Background: an optimization exercise with open tools, aiming at small area. Do not read the settings as production practice. At most, simulation tests tie the RTL to the original design; equivalence was not proved. No driver is modelled on the clock port, so clock power and skew are understated where the tree is cut down; a real chip needs a root buffer or a tree. Power and IR drop assume default switching activity.

==> flow/design.v <==
module axi4_master
(
    input  logic          clk,
    input  logic          arst,
    input  logic          io_interrupt,
    input  logic          i_write_req,
    input  logic          i_read_req,
    input  logic [ 31:0 ] i_addr,
    input  logic [ 63:0 ] i_write_data,
    input  logic [  7:0 ] i_axi_len,
    input  logic [  2:0 ] i_axi_size,
    input  logic [  1:0 ] i_axi_burst,
    input  logic [  7:0 ] i_axi_strb,
    output logic [ 63:0 ] o_read_data,
    output logic          o_axi_done,
    output logic          o_axi_handshake,
    input  logic          i_awready,
    output logic          o_awvalid,
    output logic [  3:0 ] o_awid,
    output logic [ 31:0 ] o_awaddr,
    output logic [  7:0 ] o_awlen,
    output logic [  2:0 ] o_awsize,
    output logic [  1:0 ] o_awburst,
    input  logic          i_wready,
    output logic          o_wvalid,
    output logic [ 63:0 ] o_wdata,
    output logic [  7:0 ] o_wstrb, 
    output logic          o_wlast,
    output logic          o_bready,
    input  logic          i_bvalid,
    input  logic [  3:0 ] i_bid,
    input  logic [  1:0 ] i_bresp,
    input  logic          i_arready,
    output logic          o_arvalid,
    output logic [  3:0 ] o_arid,
    output logic [ 31:0 ] o_araddr,
    output logic [  7:0 ] o_arlen,
    output logic [  2:0 ] o_arsize,
    output logic [  1:0 ] o_arburst,
    output logic          o_rready,
    input  logic          i_rvalid,
    input  logic [  3:0 ] i_rid, 
    input  logic [  1:0 ] i_rresp,
    input  logic [ 63:0 ] i_rdata,
    input  logic          i_rlast
);
    assign o_read_data = i_rdata;
    assign o_arlen     = i_axi_len;
    assign o_arsize    = i_axi_size;
    assign o_arburst   = i_axi_burst;
    assign o_awlen     = i_axi_len;
    assign o_awsize    = i_axi_size;
    assign o_awburst   = i_axi_burst;
    assign o_wdata     = i_write_data;
    logic s_w;
    logic s_a;
    logic s_d;
    logic s_idle;
    logic s_rlast;
    logic [ 7:0 ] s_count;
    logic [ 31:0 ] s_addr;
    assign s_idle    = ~( s_w | s_a | s_d );
    assign o_awvalid = s_w & s_a;
    assign o_wvalid  = s_w & s_d;
    assign o_bready  = s_w & ~s_a & ~s_d;
    assign o_arvalid = ~s_w & s_a;
    assign o_rready  = ~s_w & s_d;
    always_ff @( posedge clk, posedge arst ) begin
        if ( arst ) begin
            s_w    <= 1'b0;
            s_a    <= 1'b0;
            s_d    <= 1'b0;
            o_awid <= '0;
            o_arid <= '0;
        end
        else begin
            s_w <= ( s_idle & i_write_req ) | ( s_w & ~i_bvalid );
            s_a <= ( s_idle & ( i_write_req | i_read_req ) ) | ( s_a & ~( s_w ? i_awready : i_arready ) );
            s_d <= s_a | ( s_d & ~( ( s_count == i_axi_len ) & i_wready ) & ~s_rlast );
            o_awid <= o_awid + { 3'b0, i_bvalid };
            o_arid <= o_arid + { 3'b0, s_rlast };
        end
    end
    always_ff @( posedge clk ) begin
        if ( s_idle ) o_wstrb <= i_axi_strb;
    end
    always_ff @( posedge clk ) begin
        if ( s_idle ) s_addr[ 31:8 ] <= i_addr[ 31:8 ];
    end
    always_ff @( posedge clk ) begin
        if      ( s_idle                ) s_addr[ 7:0 ] <= i_addr[ 7:0 ];
        else if ( o_awvalid & i_awready ) s_addr[ 7:0 ] <= 8'b0;
        else                              s_addr[ 7:0 ] <= s_addr[ 7:0 ] + { 7'b0, i_wready };
    end
    assign o_awaddr = s_addr;
    assign o_araddr = s_addr;
    assign s_count  = s_addr[ 7:0 ];
    assign o_wlast = ~s_a & ( s_count == i_axi_len );
    assign o_axi_done = ( i_bvalid & ( i_bresp == 2'b0 ) ) | s_rlast;
    assign o_axi_handshake = i_wready | i_rvalid;
    always_ff @( posedge clk ) begin
        s_rlast <= i_rlast;
    end
endmodule
==> flow/config.mk <==
export PLATFORM = sky130hd
export DESIGN_NAME = axi4_master
export DESIGN_NICKNAME = axi4_master
export VERILOG_FILES = /design/flow/design.v
export SDC_FILE = /design/flow/constraint.sdc
export NUM_CORES = 4
export LEC_CHECK = 0
export CAP_MARGIN = 20
export CORE_AREA = 5 5 175 175
export CTS_BUF_LIST = sky130_fd_sc_hd__clkbuf_8
export DIE_AREA = 0 0 180 180
export SLEW_MARGIN = 20
==> flow/constraint.sdc <==
create_clock -name core_clock -period 5.0 [get_ports {clk}]
set_input_delay 1.0000 -clock core_clock [delete_from_list [all_inputs] [get_ports {clk}]]
set_output_delay 1.0000 -clock core_clock [all_outputs]
set_load 0.01 [all_outputs]
standard.sh (not shown) runs the stock make flow with config.mk's settings and CLKGATE_MAP_FILE= SYNTH_SCRIPT=/design/flow/synth_recipe.tcl, a recipe that flattens the netlist after the stock synthesis.
==> flow/flow/run.sh <==
#!/bin/bash
# Standard layout (the standard.sh) with these changes:
#  - port buffers made from the smallest buffer cell (buf_1);
#  - after global placement the design's own cells are pulled toward the core's centre;
#  - after placement resizing, logic cells are swapped for their smallest-area variant;
#  - the clock reaches the registers through a few clock buffers, one per group of registers,
#    driven from the clock port (clkbuf.tcl), instead of TritonCTS's tree.
export FLOW_FLOW_DIR=$PWD/flow
export BUFFER_PORTS_ARGS="-buffer_cell sky130_fd_sc_hd__buf_1"
export POST_GLOBAL_PLACE_TCL=$FLOW_FLOW_DIR/squeeze.tcl
export FLOW_SQUEEZE=0.15
export POST_RESIZE_TCL=$FLOW_FLOW_DIR/downsize.tcl
export PRE_CTS_TCL=$FLOW_FLOW_DIR/cts_hook.tcl
export FLOW_CLK_CELL=sky130_fd_sc_hd__clkbuf_8
export FLOW_CLK_K=3
bash standard.sh > standard.log 2>&1
==> flow/flow/cts_hook.tcl <==
# Build the clock distribution with my_clock_tree (clkbuf.tcl) instead of TritonCTS: cts.tcl
# calls clock_tree_synthesis, so that command is replaced here; the rest of cts.tcl (placement
# legalisation and timing repair) runs as usual.
source $::env(FLOW_FLOW_DIR)/clkbuf.tcl
rename clock_tree_synthesis my_tritoncts
proc clock_tree_synthesis {args} {
  my_clock_tree $::env(FLOW_CLK_CELL) $::env(FLOW_CLK_K)
  set_propagated_clock [all_clocks]
}
==> flow/flow/squeeze.tcl <==
# Pull the design's own cells (not the port buffers) toward the middle of the core, so that the
# registers sit close together and a small clock tree reaches them all.
set block [ord::get_db_block]
set core [$block getCoreArea]
set cx [expr {([$core xMin] + [$core xMax]) / 2}]
set cy [expr {([$core yMin] + [$core yMax]) / 2}]
set f $::env(FLOW_SQUEEZE)
set n 0
foreach inst [$block getInsts] {
  if {[$inst isFixed]} { continue }
  if {[regexp {^(input|output)[0-9]+$} [$inst getName]]} { continue }
  if {[[$inst getMaster] getType] ne "CORE"} { continue }
  set loc [$inst getLocation]
  set x [expr {int($cx + $f * ([lindex $loc 0] - $cx))}]
  set y [expr {int($cy + $f * ([lindex $loc 1] - $cy))}]
  $inst setLocation $x $y
  incr n
}
puts "squeeze: moved $n cells by $f toward ($cx, $cy)"
Other scripts of this flow, unchanged in this note and not shown: flow/flow/clkbuf.tcl, flow/flow/downsize.tcl
Edit:
--- a/flow/flow/run.sh
+++ b/flow/flow/run.sh
@@ -10,3 +10,3 @@
 export POST_GLOBAL_PLACE_TCL=$FLOW_FLOW_DIR/squeeze.tcl
-export FLOW_SQUEEZE=0.15
+export FLOW_SQUEEZE=0.3
 export POST_RESIZE_TCL=$FLOW_FLOW_DIR/downsize.tcl
Result: Utilization is unchanged; power came out lower by 0.94%; via count falls by 0.68%; critical path depth stays the same; cell count stays the same.
Edit:
--- a/flow/flow/run.sh
+++ b/flow/flow/run.sh
@@ -13,4 +13,4 @@
 export PRE_CTS_TCL=$FLOW_FLOW_DIR/cts_hook.tcl
-export FLOW_CLK_CELL=sky130_fd_sc_hd__clkbuf_8
-export FLOW_CLK_K=3
+export FLOW_CLK_CELL=sky130_fd_sc_hd__clkbuf_16
+export FLOW_CLK_K=2
 bash standard.sh > standard.log 2>&1
Routed wire length is about the same.
Hold slack stays flat.
Combinational power barely changes.
Setup slack is about the same.
Register-to-register slack stays flat.
No functional check of the RTL was part of any run of this note. No run of this note takes its clock network from TritonCTS; it comes from the design's own scripts or RTL.


Setup of job 6401:
Another version of the RTL of axi4_master (not shown whole).
Size: roughly 410 cells after synthesis, ~450 I/O pins.
clock: 5.0 ns
lec_check: 0
cap_margin: 20
core_area: 5 5 175 175
cts_buf_list: sky130_fd_sc_hd__clkbuf_8
die_area: 0 0 180 180
slew_margin: 20
==> flow/flow/run.sh <==
#!/bin/bash
# Standard layout (the standard.sh) with these changes:
#  - after the standard synthesis, its combinational logic is re-mapped for area with ABC; the
#    registers stay exactly as the standard synthesis made them (reopt.sh);
#  - port buffers made from the smallest buffer cell (buf_1);
#  - after global placement the design's own cells are pulled toward the core's centre;
#  - after placement resizing, logic cells are swapped for their smallest-area variant, then
#    downsized further as long as slew, capacitance and setup keep a margin (downsize2.tcl);
#  - the clock reaches the registers through a few clock buffers, one per group of registers,
#    driven from the clock port (clkbuf.tcl), instead of TritonCTS's tree.
set -euo pipefail
export FLOW_FLOW_DIR=$PWD/flow
export BUFFER_PORTS_ARGS="-buffer_cell sky130_fd_sc_hd__buf_1"
export POST_GLOBAL_PLACE_TCL=$FLOW_FLOW_DIR/squeeze.tcl
export FLOW_SQUEEZE=0.3
export POST_RESIZE_TCL=$FLOW_FLOW_DIR/downsize.tcl
export PRE_CTS_TCL=$FLOW_FLOW_DIR/cts_hook.tcl
export POST_CTS_TCL=$FLOW_FLOW_DIR/post_cts.tcl
export FLOW_CLK_CELL=sky130_fd_sc_hd__clkbuf_8
export FLOW_CLK_K=3
bash standard.sh synth > standard_synth.log 2>&1
res=$PWD/orfs/results/sky130hd/axi4_master/base
cp $res/1_2_yosys.v $PWD/standard_synth_netlist.v
bash $FLOW_FLOW_DIR/reopt.sh $PWD/standard_synth_netlist.v $PWD/reopt_netlist.v $PWD
cp $PWD/reopt_netlist.v $res/1_2_yosys.v
rm -f $res/1_synth.odb $res/1_synth.sdc
bash standard.sh > standard.log 2>&1
==> flow/flow/clkbuf.tcl <==
# Clock distribution: the registers' clock pins are split into K groups by position (k-means), and
# each group gets one clock buffer at its centre, driven straight from the clock port (K <= 4).
proc my_clock_tree {cell k} {
  set db [ord::get_db]
  set block [ord::get_db_block]
  set clknet [$block findNet clk]
  $clknet setSigType CLOCK
  set master [$db findMaster $cell]
  set its {}
  set xs {}
  set ys {}
  foreach it [$clknet getITerms] {
    set loc [[$it getInst] getLocation]
    lappend its $it
    lappend xs [lindex $loc 0]
    lappend ys [lindex $loc 1]
  }
  set n [llength $its]
  # initial centres: spread along the sorted x order
  set order [lsort -integer -indices $xs]
  set cxs {}; set cys {}
  for {set c 0} {$c < $k} {incr c} {
    set i [lindex $order [expr {int(($c + 0.5) * $n / $k)}]]
    lappend cxs [lindex $xs $i]; lappend cys [lindex $ys $i]
  }
  # balanced k-means: each group takes at most ceil(n/k) pins; pins whose nearest and
  # second-nearest centres differ most choose first
  set cap [expr {($n + $k - 1) / $k}]
  for {set iter 0} {$iter < 50} {incr iter} {
    set prefs {}
    for {set i 0} {$i < $n} {incr i} {
      set ds {}
      for {set c 0} {$c < $k} {incr c} {
        lappend ds [list [expr {abs([lindex $xs $i] - [lindex $cxs $c]) + abs([lindex $ys $i] - [lindex $cys $c])}] $c]
      }
      set ds [lsort -real -index 0 $ds]
      set regret [expr {$k > 1 ? [lindex $ds 1 0] - [lindex $ds 0 0] : 0}]
      lappend prefs [list $regret $i $ds]
    }
    set asg [lrepeat $n 0]
    set used [lrepeat $k 0]
    foreach p [lsort -real -decreasing -index 0 $prefs] {
      set i [lindex $p 1]
      foreach d [lindex $p 2] {
        set c [lindex $d 1]
        if {[lindex $used $c] < $cap} {
          lset asg $i $c
          lset used $c [expr {[lindex $used $c] + 1}]
          break
        }
      }
    }
    set ncx {}; set ncy {}
    for {set c 0} {$c < $k} {incr c} {
      set sx 0; set sy 0; set m 0
      for {set i 0} {$i < $n} {incr i} {
        if {[lindex $asg $i] == $c} { set sx [expr {$sx + [lindex $xs $i]}]; set sy [expr {$sy + [lindex $ys $i]}]; incr m }
      }
      if {$m == 0} { lappend ncx [lindex $cxs $c]; lappend ncy [lindex $cys $c] } else { lappend ncx [expr {$sx / $m}]; lappend ncy [expr {$sy / $m}] }
    }
    set cxs $ncx; set cys $ncy
  }
  for {set c 0} {$c < $k} {incr c} {
    set inst [odb::dbInst_create $block $master clkbuf_leaf_$c]
    set net [odb::dbNet_create $block clk_leaf_$c]
    $net setSigType CLOCK
    [$inst findITerm A] connect $clknet
    [$inst findITerm X] connect $net
    $inst setLocation [lindex $cxs $c] [lindex $cys $c]
    $inst setPlacementStatus PLACED
    set m 0
    for {set i 0} {$i < $n} {incr i} {
      if {[lindex $asg $i] == $c} { set it [lindex $its $i]; $it disconnect; $it connect $net; incr m }
    }
    puts "my_clock_tree: $cell clkbuf_leaf_$c drives $m clock pins"
  }
}
==> flow/flow/downsize2.tcl <==
# Swap cells for smaller cells of the same function while the design keeps a margin on slew,
# capacitance and setup timing; a swap that breaks the margin is undone.
proc my_margin_ok {} {
  if {[sta::max_slew_check_slack_limit] < 0.25} { return 0 }
  if {[sta::max_capacitance_check_slack_limit] < 0.25} { return 0 }
  if {[worst_slack -max] < 0.5} { return 0 }
  return 1
}
proc my_downsize2 {} {
  set db [ord::get_db]
  set block [ord::get_db_block]
  estimate_parasitics -placement
  set n 0
  set saved 0
  foreach inst [$block getInsts] {
    set master [$inst getMaster]
    if {[$master getType] ne "CORE"} { continue }
    set name [$master getName]
    if {![regexp {^(sky130_fd_sc_hd__[a-z0-9]+)_([0-9]+)$} $name -> base drive]} { continue }
    if {[regexp {^sky130_fd_sc_hd__(clkdly|dly|tap|fill|decap|conb|diode|df|edf|sdf)} $base]} { continue }
    if {[string match clkbuf_leaf_* [$inst getName]]} { continue }
    set area [expr {[$master getWidth] * [$master getHeight]}]
    set cands {}
    foreach d {0 1 2 4 6 8 12 16} {
      set m [$db findMaster ${base}_$d]
      if {$m eq "NULL" || $m eq ""} { continue }
      set a [expr {[$m getWidth] * [$m getHeight]}]
      if {$a < $area} { lappend cands [list $a $m] }
    }
    foreach c [lsort -real -index 0 $cands] {
      set m [lindex $c 1]
      replace_cell [$inst getName] [$m getName]
      if {[my_margin_ok]} {
        set saved [expr {$saved + $area - [lindex $c 0]}]
        incr n
        break
      }
      replace_cell [$inst getName] $name
    }
  }
  puts "my_downsize2: swapped $n cells, saved [expr {$saved / 1e6}] um2"
}
==> flow/flow/reopt.sh <==
#!/bin/bash
# Re-map the combinational logic of the standard synthesis netlist for area with ABC (strash; dch;
# amap). Registers are kept as they are (same instances, names and cell types): they are treated
# as black boxes, so only the logic between them is re-mapped.
# usage: reopt.sh IN.v OUT.v WORKDIR
set -euo pipefail
in=$1; out=$2; w=$3
lib=$FLOW_HOME/platforms/sky130hd/lib/sky130_fd_sc_hd__tt_025C_1v80.lib
du=""
for c in sky130_fd_sc_hd__probe_p_8 sky130_fd_sc_hd__probec_p_8 $(grep -o 'sky130_fd_sc_hd__lpflow_[a-z0-9_]*' $FLOW_HOME/platforms/sky130hd/config.mk | sort -u); do
  du="$du -dont_use $c"
done
flops=$(grep -o 'sky130_fd_sc_hd__[a-z0-9_]*' $in | sort -u | grep -E '__(df|edf|sdf|dl)' | tr '\n' ' ')
cat > $w/reopt1.ys <<EOS
read_liberty -ignore_miss_func -ignore_miss_dir $lib
read_verilog $in
hierarchy -top axi4_master
setattr -mod -set blackbox 1 $flops
flatten
opt_clean -purge
abc -liberty $lib $du -script "+strash; dch; amap"
opt_clean -purge
rename -enumerate -pattern ro_% axi4_master
select axi4_master
write_verilog -noattr -selected $w/reopt_mid.v
EOS
cat > $w/reopt2.ys <<EOS
read_liberty -lib $lib
read_verilog $w/reopt_mid.v
hierarchy -top axi4_master
splitnets
opt_clean -purge
insbuf -buf sky130_fd_sc_hd__buf_4 A X
rename -enumerate -pattern rb_%
stat -liberty $lib
check -assert -mapped
write_verilog -noattr $out
EOS
yosys -p "script $w/reopt1.ys" > $w/reopt1.log 2>&1
yosys -p "script $w/reopt2.ys" > $w/reopt2.log 2>&1
Scripts as last shown in full above: flow/flow/cts_hook.tcl, flow/flow/squeeze.tcl
Other scripts of this flow, unchanged in this note and not shown: flow/flow/downsize.tcl, flow/flow/post_cts.tcl
Edits applied to the flow inputs when going from job 6401 to job 5299:
--- a/flow/flow/run.sh
+++ b/flow/flow/run.sh
@@ -3,2 +2,0 @@
-#  - after the standard synthesis, its combinational logic is re-mapped for area with ABC; the
-#    registers stay exactly as the standard synthesis made them (reopt.sh);
@@ -7,2 +5 @@
-#  - after placement resizing, logic cells are swapped for their smallest-area variant, then
-#    downsized further as long as slew, capacitance and setup keep a margin (downsize2.tcl);
+#  - after placement resizing, logic cells are swapped for their smallest-area variant;
@@ -11 +8,2 @@
-set -euo pipefail
+#  - after placement resizing and after the clock step, cells are downsized further as long as
+#    slew, capacitance and setup keep a margin (downsize2.tcl).
@@ -21,6 +18,0 @@
-bash standard.sh synth > standard_synth.log 2>&1
-res=$PWD/orfs/results/sky130hd/axi4_master/base
-cp $res/1_2_yosys.v $PWD/standard_synth_netlist.v
-bash $FLOW_FLOW_DIR/reopt.sh $PWD/standard_synth_netlist.v $PWD/reopt_netlist.v $PWD
-cp $PWD/reopt_netlist.v $res/1_2_yosys.v
-rm -f $res/1_synth.odb $res/1_synth.sdc
removed: flow/flow/reopt.sh
Results
Changes observed in job 5299 relative to job 6401: number of global-route vias before repair shrank by about 0.34%; area after synthesis shrank by about 8%; count of placed standard cells in the final layout, fillers left out shrank by 29.
For job 3298, these inputs were changed with respect to job 5299:
--- a/flow/flow/clkbuf.tcl
+++ b/flow/flow/clkbuf.tcl
@@ -26,3 +25,0 @@
-  # balanced k-means: each group takes at most ceil(n/k) pins; pins whose nearest and
-  # second-nearest centres differ most choose first
-  set cap [expr {($n + $k - 1) / $k}]
@@ -30 +27 @@
-    set prefs {}
+    set asg {}
@@ -32 +29 @@
-      set ds {}
+      set best 0; set bd 1e30
@@ -34 +31,2 @@
-        lappend ds [list [expr {abs([lindex $xs $i] - [lindex $cxs $c]) + abs([lindex $ys $i] - [lindex $cys $c])}] $c]
+        set d [expr {abs([lindex $xs $i] - [lindex $cxs $c]) + abs([lindex $ys $i] - [lindex $cys $c])}]
+        if {$d < $bd} { set bd $d; set best $c }
@@ -36,16 +34 @@
-      set ds [lsort -real -index 0 $ds]
-      set regret [expr {$k > 1 ? [lindex $ds 1 0] - [lindex $ds 0 0] : 0}]
-      lappend prefs [list $regret $i $ds]
-    }
-    set asg [lrepeat $n 0]
-    set used [lrepeat $k 0]
-    foreach p [lsort -real -decreasing -index 0 $prefs] {
-      set i [lindex $p 1]
-      foreach d [lindex $p 2] {
-        set c [lindex $d 1]
-        if {[lindex $used $c] < $cap} {
-          lset asg $i $c
-          lset used $c [expr {[lindex $used $c] + 1}]
-          break
-        }
-      }
+      lappend asg $best
Results
- | switching share of total power | higher: job 5299 |
- Job 5299 -> job 3298: final setup slack of the worst path flat
- Job 5299 -> job 3298: clock distribution power flat
- Compared with job 5299, in job 3298 vias per cell shows a reduction of 0.59%; post-layout minimum cycle time shows no meaningful change; logic gate share of total power shows a reduction of 0.2 points.
[inputs] job 2769 vs job 3298
--- a/flow/flow/clkbuf.tcl
+++ b/flow/flow/clkbuf.tcl
@@ -25,0 +26,3 @@
+  # balanced k-means: each group takes at most ceil(n/k) pins; pins whose nearest and
+  # second-nearest centres differ most choose first
+  set cap [expr {($n + $k - 1) / $k}]
@@ -27 +30 @@
-    set asg {}
+    set prefs {}
@@ -29 +32 @@
-      set best 0; set bd 1e30
+      set ds {}
@@ -31,2 +34 @@
-        set d [expr {abs([lindex $xs $i] - [lindex $cxs $c]) + abs([lindex $ys $i] - [lindex $cys $c])}]
-        if {$d < $bd} { set bd $d; set best $c }
+        lappend ds [list [expr {abs([lindex $xs $i] - [lindex $cxs $c]) + abs([lindex $ys $i] - [lindex $cys $c])}] $c]
@@ -34 +36,16 @@
-      lappend asg $best
+      set ds [lsort -real -index 0 $ds]
+      set regret [expr {$k > 1 ? [lindex $ds 1 0] - [lindex $ds 0 0] : 0}]
+      lappend prefs [list $regret $i $ds]
+    }
+    set asg [lrepeat $n 0]
+    set used [lrepeat $k 0]
+    foreach p [lsort -real -decreasing -index 0 $prefs] {
+      set i [lindex $p 1]
+      foreach d [lindex $p 2] {
+        set c [lindex $d 1]
+        if {[lindex $used $c] < $cap} {
+          lset asg $i $c
+          lset used $c [expr {[lindex $used $c] + 1}]
+          break
+        }
+      }
--- a/flow/flow/downsize2.tcl
+++ b/flow/flow/downsize2.tcl
@@ -2,0 +3,2 @@
+# A swap is kept when slew and capacitance stay at least 15% below their limits (or no worse than
+# before the downsizing, if they already were closer) and setup slack stays at least 0.5 ns.
@@ -4,3 +6,3 @@
-  if {[sta::max_slew_check_slack_limit] < 0.25} { return 0 }
-  if {[sta::max_capacitance_check_slack_limit] < 0.25} { return 0 }
-  if {[worst_slack -max] < 0.5} { return 0 }
+  if {[sta::max_slew_check_slack_limit] < $::my_slew_thr} { return 0 }
+  if {[sta::max_capacitance_check_slack_limit] < $::my_cap_thr} { return 0 }
+  if {[worst_slack -max] < $::my_setup_thr} { return 0 }
@@ -12,0 +15,3 @@
+  set ::my_slew_thr [expr {min(0.15, [sta::max_slew_check_slack_limit])}]
+  set ::my_cap_thr [expr {min(0.15, [sta::max_capacitance_check_slack_limit])}]
+  set ::my_setup_thr [expr {min(0.5, [worst_slack -max])}]
In summary, job 2769 completed successfully, with a layout that passed the timing, design-rule and antenna checks.
Per the comparison of job 2769 with job 3298, cell-internal power neither gained nor lost much, net switching power rose 0.96%, sequential share of layout area flat, number of instances on the worst hold path level, combinational fraction of design power increased 0.2 points.
Between job 2769 and job 3298, total power is lower for job 3298, job 2769 comes in above that.
Via count (job 2769 over job 3298): increase, 13
Routed wire in job 2769 totals more than in job 3298.
Comparing job 3298 against job 2769, there is no change at all in aggregate global routing overflow.
Status: total routing resource utilization after global routing parity (job 3298, job 2769)
In every run of this note, the design's own scripts or RTL, not TritonCTS, make the clock network.

## separate check: timing with driven ports
Ports are ideal in the flow. The routed layouts listed here were re-timed in OpenROAD. Step 1 sets driving cells, clkbuf_16 on the clock port and buf_2 on the other inputs (assumed; they add their load-dependent delay and slew). Step 2 adds t to the input delays and takes it off the output delays; t is the mean of the earliest and latest rising clock arrival at the registers after step 1. Input paths then give back, and output paths get back, about the clock's delay inside the block. Three values: ideal, step 1, step 2; two values: the first two.
| run | t (ns) | setup WS [ns] | worst setup path after step 2 | latest minus earliest clock arrival (ns) | cell pins on the clock port's net |
|---|---|---|---|---|---|
| the first run of note 1 | 0.211 | 1.191 / 1.170 / 1.170 | input to output | 0.017 / 0.017 | 3 |
| the second run of note 1 | 0.209 | 1.371 / 1.348 / 1.348 | input to output | 0.020 / 0.021 | 3 |
| the third run of note 1 | 0.215 | 1.372 / 1.348 / 1.348 | input to output | 0.014 / 0.014 | 2 |
| job 6401 | 0.211 | 1.506 / 1.475 / 1.475 | input to output | 0.002 / 0.001 | 3 |
| job 5299 | 0.218 | 1.526 / 1.502 / 1.502 | input to output | 0.003 / 0.003 | 3 |
| job 3298 | 0.220 | 1.524 / 1.500 / 1.500 | input to output | 0.031 / 0.031 | 3 |
| job 2769 | 0.218 | 1.526 / 1.502 / 1.502 | input to output | 0.003 / 0.003 | 3 |
After both steps setup and hold are still met in every run listed. For job 6401, which loses most, drivers alone change the setup slack by -0.031 ns; drivers and shift together by -0.031 ns.
